This design comes from an exercise in tuning for small area on the open sky130 flow, not from production work.
RTL that was checked went through simulation tests only; none was proved equivalent to the original.

## red
==> flow/design.v <==
module dpc_5x5(
	input			clk,
	input			reset_n,
	input			bayer_format,
	input	[7:0]	i_dpc_threshold,
	input	[2:0]	i_video_syn,
	input	[7:0]	i_data_r0,
	input	[7:0]	i_data_r1,
	input	[7:0]	i_data_r2,
	input	[7:0]	i_data_r3,
	input	[7:0]	i_data_r4,
	output	[2:0]	o_video_sync,
	output	[7:0]	o_data
);
reg		[11:0]	syn_v, syn_h, syn_d;
always @(posedge clk or negedge reset_n)
	if (~reset_n) begin
		syn_v <= 0;
		syn_h <= 0;
		syn_d <= 0;
	end else begin
		syn_v <= {syn_v[10:0], i_video_syn[2]};
		syn_d <= {syn_d[10:0], i_video_syn[1]};
		syn_h <= {syn_h[10:0], i_video_syn[0]};
	end
assign o_video_sync = {syn_v[11], syn_d[11], syn_h[11]};
wire	de_rise = syn_d[2] & ~syn_d[3];
wire	vs_fall = syn_v[3] & ~syn_v[2];
reg		odd_pixel;
reg		odd_line;
always @(posedge clk)
	if (de_rise)
		odd_pixel <= ~bayer_format;
	else if (syn_d[3])
		odd_pixel <= ~odd_pixel;
always @(posedge clk or negedge reset_n)
	if (~reset_n)
		odd_line <= 1'b0;
	else if (vs_fall)
		odd_line <= 1'b0;
	else if (de_rise)
		odd_line <= ~odd_line;
wire	g1 = odd_pixel ^ odd_line;		 
wire	[39:0]	s0 = {i_data_r4, i_data_r3, i_data_r2, i_data_r1, i_data_r0};
reg		[39:0]	s1, s2, s3, s4, s5, s6;
always @(posedge clk) begin
	s1 <= s0;
	s2 <= s1;
	s3 <= s2;
	s4 <= s3;
	s5 <= s4;
	s6 <= s5;
end
function [63:0] nbrs;
	input			g;
	input	[39:0]	c1, c2, c3, c4, c5;
	reg		[7:0]	n1, n2, n3, n4, n6, n7, n8, n9;
	begin
		n1 = g ? c2[8*(1) +: 8] : c1[8*(0) +: 8];
		n2 = c3[8*(0) +: 8];
		n3 = g ? c4[8*(1) +: 8] : c5[8*(0) +: 8];
		n4 = c1[8*(2) +: 8];
		n6 = c5[8*(2) +: 8];
		n7 = g ? c2[8*(3) +: 8] : c1[8*(4) +: 8];
		n8 = c3[8*(4) +: 8];
		n9 = g ? c4[8*(3) +: 8] : c5[8*(4) +: 8];
		nbrs = {n9, n8, n7, n6, n4, n3, n2, n1};
	end
endfunction
function [7:0] bitcol;
	input	[63:0]	x;
	input	integer	b;
	integer			k;
	begin
		for (k = 0; k < 8; k = k + 1)
			bitcol[k] = x[8*k + b];
	end
endfunction
function gt8;
	input	[7:0]	a;
	input	[7:0]	b;
	integer			k;
	begin
		gt8 = 1'b0;
		for (k = 0; k < 8; k = k + 1)
			gt8 = (a[k] & ~b[k]) | ((a[k] | ~b[k]) & gt8);
	end
endfunction
function [8:0] add8;
	input	[7:0]	a;
	input	[7:0]	b;
	input			ci;
	integer			k;
	reg				cy;
	begin
		cy = ci;
		for (k = 0; k < 8; k = k + 1) begin
			add8[k] = a[k] ^ b[k] ^ cy;
			cy = (a[k] & b[k]) | (a[k] & cy) | (b[k] & cy);
		end
		add8[8] = cy;
	end
endfunction
function [3:0] sort4;		 
	input	[3:0]	x;
	begin
		sort4[0] = |x;
		sort4[3] = &x;
		sort4[1] = (x[0] & x[1]) | (x[2] & x[3]) | ((x[0] | x[1]) & (x[2] | x[3]));
		sort4[2] = (x[0] & x[1] & (x[2] | x[3])) | (x[2] & x[3] & (x[0] | x[1]));
	end
endfunction
function th4;				 
	input	[7:0]	e;
	reg		[3:0]	p, q;
	begin
		p = sort4(e[3:0]);
		q = sort4(e[7:4]);
		th4 = p[3] | q[3] | (p[0] & q[2]) | (p[1] & q[1]) | (p[2] & q[0]);
	end
endfunction
function [16:0] mstep;		 
	input	[7:0]	hi;
	input	[7:0]	lo;
	input	[7:0]	x;
	reg		[7:0]	e;
	reg				m;
	begin
		e = hi | (x & ~lo);
		m = th4(e);
		mstep = {m, hi | (e & {8{~m}}), lo | (~e & {8{m}})};
	end
endfunction
function [17:0] mstep2;	 
	input	[7:0]	hi;
	input	[7:0]	lo;
	input	[7:0]	x1;
	input	[7:0]	x0;
	reg		[7:0]	e, e0, e1, hia, loa;
	reg				m, ma, mb, mn;
	begin
		e = hi | (x1 & ~lo);
		m = th4(e);
		e0 = e | (x0 & ~lo);
		e1 = hi | (x0 & e);
		ma = th4(e0);
		mb = th4(e1);
		mn = m ? mb : ma;
		hia = hi | (e & {8{~m}});
		loa = lo | (~e & {8{m}});
		e = m ? e1 : e0;
		mstep2 = {m, mn, hia | (e & {8{~mn}}), loa | (~e & {8{mn}})};
	end
endfunction
wire	[63:0]	w1 = nbrs(g1, s4, s3, s2, s1, s0);
wire	[7:0]	thr = i_dpc_threshold;
wire	[8:0]	u_c = {1'b0, s2[8*(2) +: 8]} + {1'b0, ~thr} + 9'd1;
wire	[8:0]	v = {1'b0, s2[8*(2) +: 8]} + {1'b0, thr} + 9'd1;
reg		[7:0]	pos;		 
reg		[3:0]	neg;		 
integer	i;
always @(*) begin
	for (i = 0; i < 8; i = i + 1)
		pos[i] = u_c[8] & gt8(u_c[7:0], w1[8*i +: 8]);
	for (i = 0; i < 4; i = i + 1)
		neg[i] = ~v[8] & gt8(w1[8*(i+4) +: 8], v[7:0]);
end
wire	dec_a = &pos;
wire	dec_b = (&pos[3:0]) & (&neg);
wire	[16:0]	q1_7 = mstep(8'h00, 8'h00, bitcol(w1, 7));
wire	[16:0]	q1_6 = mstep(q1_7[15:8], q1_7[7:0], bitcol(w1, 6));
reg		[7:0]	hi2, lo2;
reg		[7:6]	m2;
reg				a_2, b_2, g2;
reg		[5:0]	n1_2, n7_2;
always @(posedge clk) begin
	hi2 <= q1_6[15:8];
	lo2 <= q1_6[7:0];
	m2 <= {q1_7[16], q1_6[16]};
	a_2 <= dec_a;
	b_2 <= dec_b;
	g2 <= g1;
	n1_2 <= w1[5:0];
	n7_2 <= w1[45:40];
end
wire	[63:0]	w2x = nbrs(g2, s5, s4, s3, s2, s1);
wire	[63:0]	w2 = {w2x[63:48], 2'b0, n7_2, w2x[39:8], 2'b0, n1_2};
wire	[16:0]	q2_5 = mstep(hi2, lo2, bitcol(w2, 5));
wire	[16:0]	q2_4 = mstep(q2_5[15:8], q2_5[7:0], bitcol(w2, 4));
reg		[7:0]	hi3, lo3;
reg		[7:4]	m3;
reg				a_3, b_3, g3;
reg		[3:0]	n1_3, n7_3;
always @(posedge clk) begin
	hi3 <= q2_4[15:8];
	lo3 <= q2_4[7:0];
	m3 <= {m2, q2_5[16], q2_4[16]};
	a_3 <= a_2;
	b_3 <= b_2;
	g3 <= g2;
	n1_3 <= n1_2[3:0];
	n7_3 <= n7_2[3:0];
end
wire	[63:0]	w3x = nbrs(g3, s6, s5, s4, s3, s2);
wire	[63:0]	w3 = {w3x[63:48], 4'b0, n7_3, w3x[39:8], 4'b0, n1_3};
wire	[17:0]	q3_3 = mstep2(hi3, lo3, bitcol(w3, 3), bitcol(w3, 2));
wire	[17:0]	q3_1 = mstep2(q3_3[15:8], q3_3[7:0], bitcol(w3, 1), bitcol(w3, 0));
wire	[7:0]	med = {m3, q3_3[17], q3_3[16], q3_1[17], q3_1[16]};
wire	[7:0]	c_f = s4[8*(2) +: 8];		 
wire	[7:0]	p_f = s5[8*(2) +: 8];		 
reg		[7:0]	d0, d1, d2, d3, d4, d5;
always @(posedge clk) begin
	d0 <= a_3 ? med : (b_3 ? c_f : p_f);
	d1 <= d0;
	d2 <= d1;
	d3 <= d2;
	d4 <= d3;
	d5 <= d4;
end
assign o_data = d5;
endmodule
export LEC_CHECK = 0
export ABC_AREA = 1
export CAP_MARGIN = 20
export CORE_MARGIN = 2
export CORE_UTILIZATION = 55
export CTS_CLUSTER_DIAMETER = 100
export CTS_CLUSTER_SIZE = 30
export SLEW_MARGIN = 20
create_clock -name core_clock -period 3.5 [get_ports {clk}]
standard.sh (not shown) runs the stock make flow with config.mk's settings and CLKGATE_MAP_FILE= SYNTH_SCRIPT=/design/flow/synth_recipe.tcl, a recipe that flattens the netlist after the stock synthesis.
==> flow/flow/run.sh <==
#!/bin/bash
# Layout flow: the standard synthesis, then the combinational logic of
# the synthesised netlist is mapped again (remap.tcl); registers are left
# exactly as the standard synthesis made them. The re-mapped netlist is used
# only if Yosys proves it equivalent to the standard one (check.tcl). The
# rest is the standard layout (floorplan to finish), with the port buffers
# made of the smallest buffer cell and a clock tree of clkbuf_8 cells in
# clusters of up to 18 sinks, without dummy loads.
# Each tool writes its own log here.
set -euo pipefail
R=orfs/results/${FLOW_PLATFORM}/dpc_5x5/base

# 1. standard synthesis
bash standard.sh synth > log_synth.txt 2>&1

# 2. map the combinational logic again, keep it if proven equivalent
cp "$R/1_2_yosys.v" log_1_2_yosys_standard.v
if yosys -c flow/remap.tcl > log_remap.txt 2>&1 && yosys -c flow/check.tcl > log_check.txt 2>&1; then
	echo "re-mapped netlist proven equivalent; using it" > log_choice.txt
	cp remap_out.v "$R/1_2_yosys.v"
	rm -f "$R/1_synth.odb" "$R/1_synth.sdc"
else
	echo "re-mapped netlist not used; keeping the standard netlist" > log_choice.txt
fi

# 3. the rest of the standard layout
bash standard.sh "BUFFER_PORTS_ARGS=-buffer_cell sky130_fd_sc_hd__buf_1" "CTS_ARGS=-sink_clustering_enable -repair_clock_nets -sink_clustering_size 18 -sink_clustering_max_diameter 80 -dont_use_dummy_load -buf_list sky130_fd_sc_hd__clkbuf_8" finish > log_layout.txt 2>&1
Other scripts of this flow, unchanged in this note and not shown: flow/flow/abc.constr, flow/flow/check.tcl, flow/flow/remap.abc, flow/flow/remap.tcl
The inputs of blue differ from those of red as listed below.
--- a/flow/design.v
+++ b/flow/design.v
@@ -152,9 +152,11 @@
 		mstep2 = {m, mn, hia | (e & {8{~mn}}), loa | (~e & {8{mn}})};
 	end
 endfunction
 wire	[63:0]	w1 = nbrs(g1, s4, s3, s2, s1, s0);
-wire	[7:0]	thr = i_dpc_threshold;
+reg		[7:0]	thr;
+always @(posedge clk)
+	thr <= i_dpc_threshold;
 wire	[8:0]	u_c = {1'b0, s2[8*(2) +: 8]} + {1'b0, ~thr} + 9'd1;
 wire	[8:0]	v = {1'b0, s2[8*(2) +: 8]} + {1'b0, thr} + 9'd1;
 reg		[7:0]	pos;		 
 reg		[3:0]	neg;		 
Notes after the runs:
Worst-case setup slack after placement down 0.39 ns in blue wrt red
Between red and blue, total global-route track usage is higher for red, blue comes in under that.
Delta (blue minus red): core utilization up 1.3 points; setup slack up 0.015 ns; CTS clock-pin slew for the worst setup and hold paths down 0.02 ns.
blue completed; timing, DRC and antenna clean
red and blue ended up with nearly the same met2 wirelength from detailed routing.
red -> blue: quantity of I/O buffers inserted on ports delta 0, exact match
Only the layout flow was run in blue; the RTL was not checked for function there.


dpc_5x5, a different RTL version from the one above (not shown whole).
Size in the first run: roughly 1400 cells after synthesis, roughly 65 I/O pins, about 11000 um^2 of cells after synthesis.
Design dpc_5x5, start of the top module:
module dpc_5x5(
	input			clk,
	input			reset_n,
	input			bayer_format,
	input	[7:0]	i_dpc_threshold,
	input	[2:0]	i_video_syn,
	input	[7:0]	i_data_r0,
	input	[7:0]	i_data_r1,
	input	[7:0]	i_data_r2,
	input	[7:0]	i_data_r3,
	input	[7:0]	i_data_r4,
	output	[2:0]	o_video_sync,
	output	[7:0]	o_data
);
reg		[11:0]	syn_v, syn_h, syn_d;
always @(posedge clk or negedge reset_n)
	if (~reset_n) begin
		syn_v <= 0;
		syn_h <= 0;
		syn_d <= 0;
	end else begin
		syn_v <= {syn_v[10:0], i_video_syn[2]};
		syn_d <= {syn_d[10:0], i_video_syn[1]};
		syn_h <= {syn_h[10:0], i_video_syn[0]};
	end
assign o_video_sync = {syn_v[11], syn_d[11], syn_h[11]};
wire	de_rise = syn_d[2] & ~syn_d[3];
wire	vs_fall = syn_v[3] & ~syn_v[2];
reg		odd_pixel;
reg		odd_line;
always @(posedge clk)
	if (de_rise)
		odd_pixel <= ~bayer_format;
	else if (syn_d[3])
		odd_pixel <= ~odd_pixel;
always @(posedge clk or negedge reset_n)
	if (~reset_n)
		odd_line <= 1'b0;
	else if (vs_fall)
		odd_line <= 1'b0;
	else if (de_rise)
		odd_line <= ~odd_line;
wire	g1 = odd_pixel ^ odd_line;		 
wire	[39:0]	s0 = {i_data_r4, i_data_r3, i_data_r2, i_data_r1, i_data_r0};
reg		[39:0]	s1, s2, s3, s4, s5, s6;
always @(posedge clk) begin
	s1 <= s0;
	s2 <= s1;
	s3 <= s2;
	s4 <= s3;
	s5 <= s4;
	s6 <= s5;
end
function [63:0] nbrs;
	input			g;
	input	[39:0]	c1, c2, c3, c4, c5;
	reg		[7:0]	n1, n2, n3, n4, n6, n7, n8, n9;
	begin
		n1 = g ? c2[8*(1) +: 8] : c1[8*(0) +: 8];
		n2 = c3[8*(0) +: 8];
		n3 = g ? c4[8*(1) +: 8] : c5[8*(0) +: 8];
		n4 = c1[8*(2) +: 8];
		n6 = c5[8*(2) +: 8];
		n7 = g ? c2[8*(3) +: 8] : c1[8*(4) +: 8];
  ...
==> flow/config.mk <==
export PLATFORM = sky130hd
export DESIGN_NAME = dpc_5x5
export DESIGN_NICKNAME = dpc_5x5
export VERILOG_FILES = /design/flow/design.v
export SDC_FILE = /design/flow/constraint.sdc
export NUM_CORES = 4
export LEC_CHECK = 0
export ABC_AREA = 1
export CAP_MARGIN = 20
export CORE_MARGIN = 2
export CORE_UTILIZATION = 40
export CTS_CLUSTER_DIAMETER = 100
export CTS_CLUSTER_SIZE = 30
export SLEW_MARGIN = 20
==> flow/constraint.sdc <==
create_clock -name core_clock -period 3.5 [get_ports {clk}]
set_input_delay 0.7000 -clock core_clock [delete_from_list [all_inputs] [get_ports {clk}]]
set_output_delay 0.7000 -clock core_clock [all_outputs]
set_load 0.01 [all_outputs]
==> flow/flow/run.sh <==
#!/bin/bash
# Layout flow: the standard synthesis, then the combinational logic of
# the synthesised netlist is mapped again (see remap.tcl); registers are
# left exactly as the standard synthesis made them. The rest is the standard
# layout (floorplan to finish), with the port buffers made of the smallest
# buffer cell. Each tool writes its own log here.
set -euo pipefail
R=orfs/results/${FLOW_PLATFORM}/dpc_5x5/base

# 1. standard synthesis
bash standard.sh synth > log_synth.txt 2>&1

# 2. map the combinational logic again
cp "$R/1_2_yosys.v" log_1_2_yosys_standard.v
yosys -c flow/remap.tcl > log_remap.txt 2>&1
cp remap_out.v "$R/1_2_yosys.v"
rm -f "$R/1_synth.odb" "$R/1_synth.sdc"

# 3. the rest of the standard layout
bash standard.sh "BUFFER_PORTS_ARGS=-buffer_cell sky130_fd_sc_hd__buf_1" finish > log_layout.txt 2>&1
==> flow/flow/abc.constr <==
set_driving_cell sky130_fd_sc_hd__buf_1
set_load 5
==> flow/flow/remap.abc <==
strash
dch
map -B 0.9
topo
stime -c
buffer -c
upsize -c
dnsize -c
==> flow/flow/remap.tcl <==
# Map the combinational part of the standard synthesis netlist again: the
# adder cells that synthesis extracted are dissolved into plain logic and
# ABC maps all logic between the registers again, with the same ABC script,
# delay target and constraints as the standard synthesis. Flip-flops are
# kept as cells (same names and types); only the logic between them changes.
yosys -import
set lib $::env(FLOW_HOME)/platforms/$::env(FLOW_PLATFORM)/lib/sky130_fd_sc_hd__tt_025C_1v80.lib
set top $::env(FLOW_TOP)
set net orfs/results/$::env(FLOW_PLATFORM)/dpc_5x5/base/1_2_yosys.v

read_liberty -ignore_miss_func $lib
read_verilog $net
hierarchy -top $top
# keep every sequential cell as it is
setattr -mod -set keep_hierarchy 1 sky130_fd_sc_hd__df* sky130_fd_sc_hd__edf* sky130_fd_sc_hd__sdf* sky130_fd_sc_hd__dl* sky130_fd_sc_hd__sdl*
flatten
opt_clean
stat -liberty $lib

set dont_use {}
foreach c {probe_p_8 probec_p_8 lpflow_*} { lappend dont_use -dont_use sky130_fd_sc_hd__$c }
abc -script flow/remap.abc -liberty $lib {*}$dont_use -constr flow/abc.constr -D [expr {int($::env(FLOW_PERIOD_NS) * 1000)}]
opt_clean -purge
stat -liberty $lib
select $top
write_verilog -noattr -noexpr -nohex -nodec -selected remap_out.v
The baseline went through all stages and came out clean.
Then changed:
--- a/flow/design.v
+++ b/flow/design.v
@@ -165,55 +165,51 @@
 	for (i = 0; i < 8; i = i + 1)
 		pos[i] = u_c[8] & gt8(u_c[7:0], w1[8*i +: 8]);
 	for (i = 0; i < 4; i = i + 1)
 		neg[i] = ~v[8] & gt8(w1[8*(i+4) +: 8], v[7:0]);
 end
 wire	dec_a = &pos;
 wire	dec_b = (&pos[3:0]) & (&neg);
-wire	[16:0]	q1_7 = mstep(8'h00, 8'h00, bitcol(w1, 7));
-wire	[16:0]	q1_6 = mstep(q1_7[15:8], q1_7[7:0], bitcol(w1, 6));
+wire	[17:0]	q1_7 = mstep2(8'h00, 8'h00, bitcol(w1, 7), bitcol(w1, 6));
 reg		[7:0]	hi2, lo2;
 reg		[7:6]	m2;
 reg				a_2, b_2, g2;
 reg		[5:0]	n1_2, n7_2;
 always @(posedge clk) begin
-	hi2 <= q1_6[15:8];
-	lo2 <= q1_6[7:0];
-	m2 <= {q1_7[16], q1_6[16]};
+	hi2 <= q1_7[15:8];
+	lo2 <= q1_7[7:0];
+	m2 <= {q1_7[17], q1_7[16]};
 	a_2 <= dec_a;
 	b_2 <= dec_b;
 	g2 <= g1;
 	n1_2 <= w1[5:0];
 	n7_2 <= w1[45:40];
 end
 wire	[63:0]	w2x = nbrs(g2, s5, s4, s3, s2, s1);
 wire	[63:0]	w2 = {w2x[63:48], 2'b0, n7_2, w2x[39:8], 2'b0, n1_2};
-wire	[16:0]	q2_5 = mstep(hi2, lo2, bitcol(w2, 5));
-wire	[16:0]	q2_4 = mstep(q2_5[15:8], q2_5[7:0], bitcol(w2, 4));
-wire	[16:0]	q2_3 = mstep(q2_4[15:8], q2_4[7:0], bitcol(w2, 3));
+wire	[17:0]	q2_5 = mstep2(hi2, lo2, bitcol(w2, 5), bitcol(w2, 4));
+wire	[17:0]	q2_3 = mstep2(q2_5[15:8], q2_5[7:0], bitcol(w2, 3), bitcol(w2, 2));
 reg		[7:0]	hi3, lo3;
-reg		[7:3]	m3;
+reg		[7:2]	m3;
 reg				a_3, b_3, g3;
-reg		[2:0]	n1_3, n7_3;
+reg		[1:0]	n1_3, n7_3;
 always @(posedge clk) begin
 	hi3 <= q2_3[15:8];
 	lo3 <= q2_3[7:0];
-	m3 <= {m2, q2_5[16], q2_4[16], q2_3[16]};
+	m3 <= {m2, q2_5[17], q2_5[16], q2_3[17], q2_3[16]};
 	a_3 <= a_2;
 	b_3 <= b_2;
 	g3 <= g2;
-	n1_3 <= n1_2[2:0];
-	n7_3 <= n7_2[2:0];
+	n1_3 <= n1_2[1:0];
+	n7_3 <= n7_2[1:0];
 end
 wire	[63:0]	w3x = nbrs(g3, s6, s5, s4, s3, s2);
-wire	[63:0]	w3 = {w3x[63:48], 5'b0, n7_3, w3x[39:8], 5'b0, n1_3};
-wire	[16:0]	q3_2 = mstep(hi3, lo3, bitcol(w3, 2));
-wire	[16:0]	q3_1 = mstep(q3_2[15:8], q3_2[7:0], bitcol(w3, 1));
-wire	[16:0]	q3_0 = mstep(q3_1[15:8], q3_1[7:0], bitcol(w3, 0));
-wire	[7:0]	med = {m3, q3_2[16], q3_1[16], q3_0[16]};
+wire	[63:0]	w3 = {w3x[63:48], 6'b0, n7_3, w3x[39:8], 6'b0, n1_3};
+wire	[17:0]	q3_1 = mstep2(hi3, lo3, bitcol(w3, 1), bitcol(w3, 0));
+wire	[7:0]	med = {m3, q3_1[17], q3_1[16]};
 wire	[7:0]	c_f = s4[8*(2) +: 8];		 
 wire	[7:0]	p_f = s5[8*(2) +: 8];		 
 reg		[7:0]	d0, d1, d2, d3, d4, d5;
 always @(posedge clk) begin
 	d0 <= a_3 ? med : (b_3 ? c_f : p_f);
 	d1 <= d0;
 	d2 <= d1;
Outcome:
- The new run passed the timing, DRC and antenna checks
- setup slack improves by 0.19 ns
- routed wire length came out higher by 14%
- core utilization falls by 3.9 points
- via count came out higher by 10%
- design area went up by 0.55%
- die area goes up by 8.0%
- hold slack is better by 0.022 ns
- clock skew is lower by 0.015 ns
- clock-buffer cell count stays the same
- fmax climbs by 5.9%
For the first run of this note, only the layout was checked, not whether the RTL still works.

what the ideal ports hide:
No port has a modelled driver above. Below, the same layouts with a new extraction and two added sets of constraints. Step 1 assumes that a clkbuf_16 drives the clock port and a buf_2 every other input. Step 2 times the ports against the registers' clock, not the clock port: input delays grow and output delays shrink by t, the midpoint of the rising clock arrivals with the driver on. Three values: ideal ports, drivers, drivers and shift; two values: the first two.
run | shift t [ns] | setup slack, ns | hold WS [ns] | worst setup path at the end
red | 0.582 | 0.183 / 0.183 / 0.009 | 0.237 / 0.218 / 0.316 | input to register
blue | 0.561 | 0.198 / 0.198 / 0.198 | 0.244 / 0.224 / 0.320 | register to register
the first run of note 2 | 0.562 | 0.076 / 0.076 / 0.076 | 0.253 / 0.226 / 0.331 | register to register
the second run of note 2 | 0.546 | 0.266 / 0.266 / 0.266 | 0.275 / 0.250 / 0.326 | register to register
After both steps every run listed still meets setup and hold. For red, which loses most, drivers alone change the setup slack by 0.000 ns; drivers and shift together by -0.174 ns.
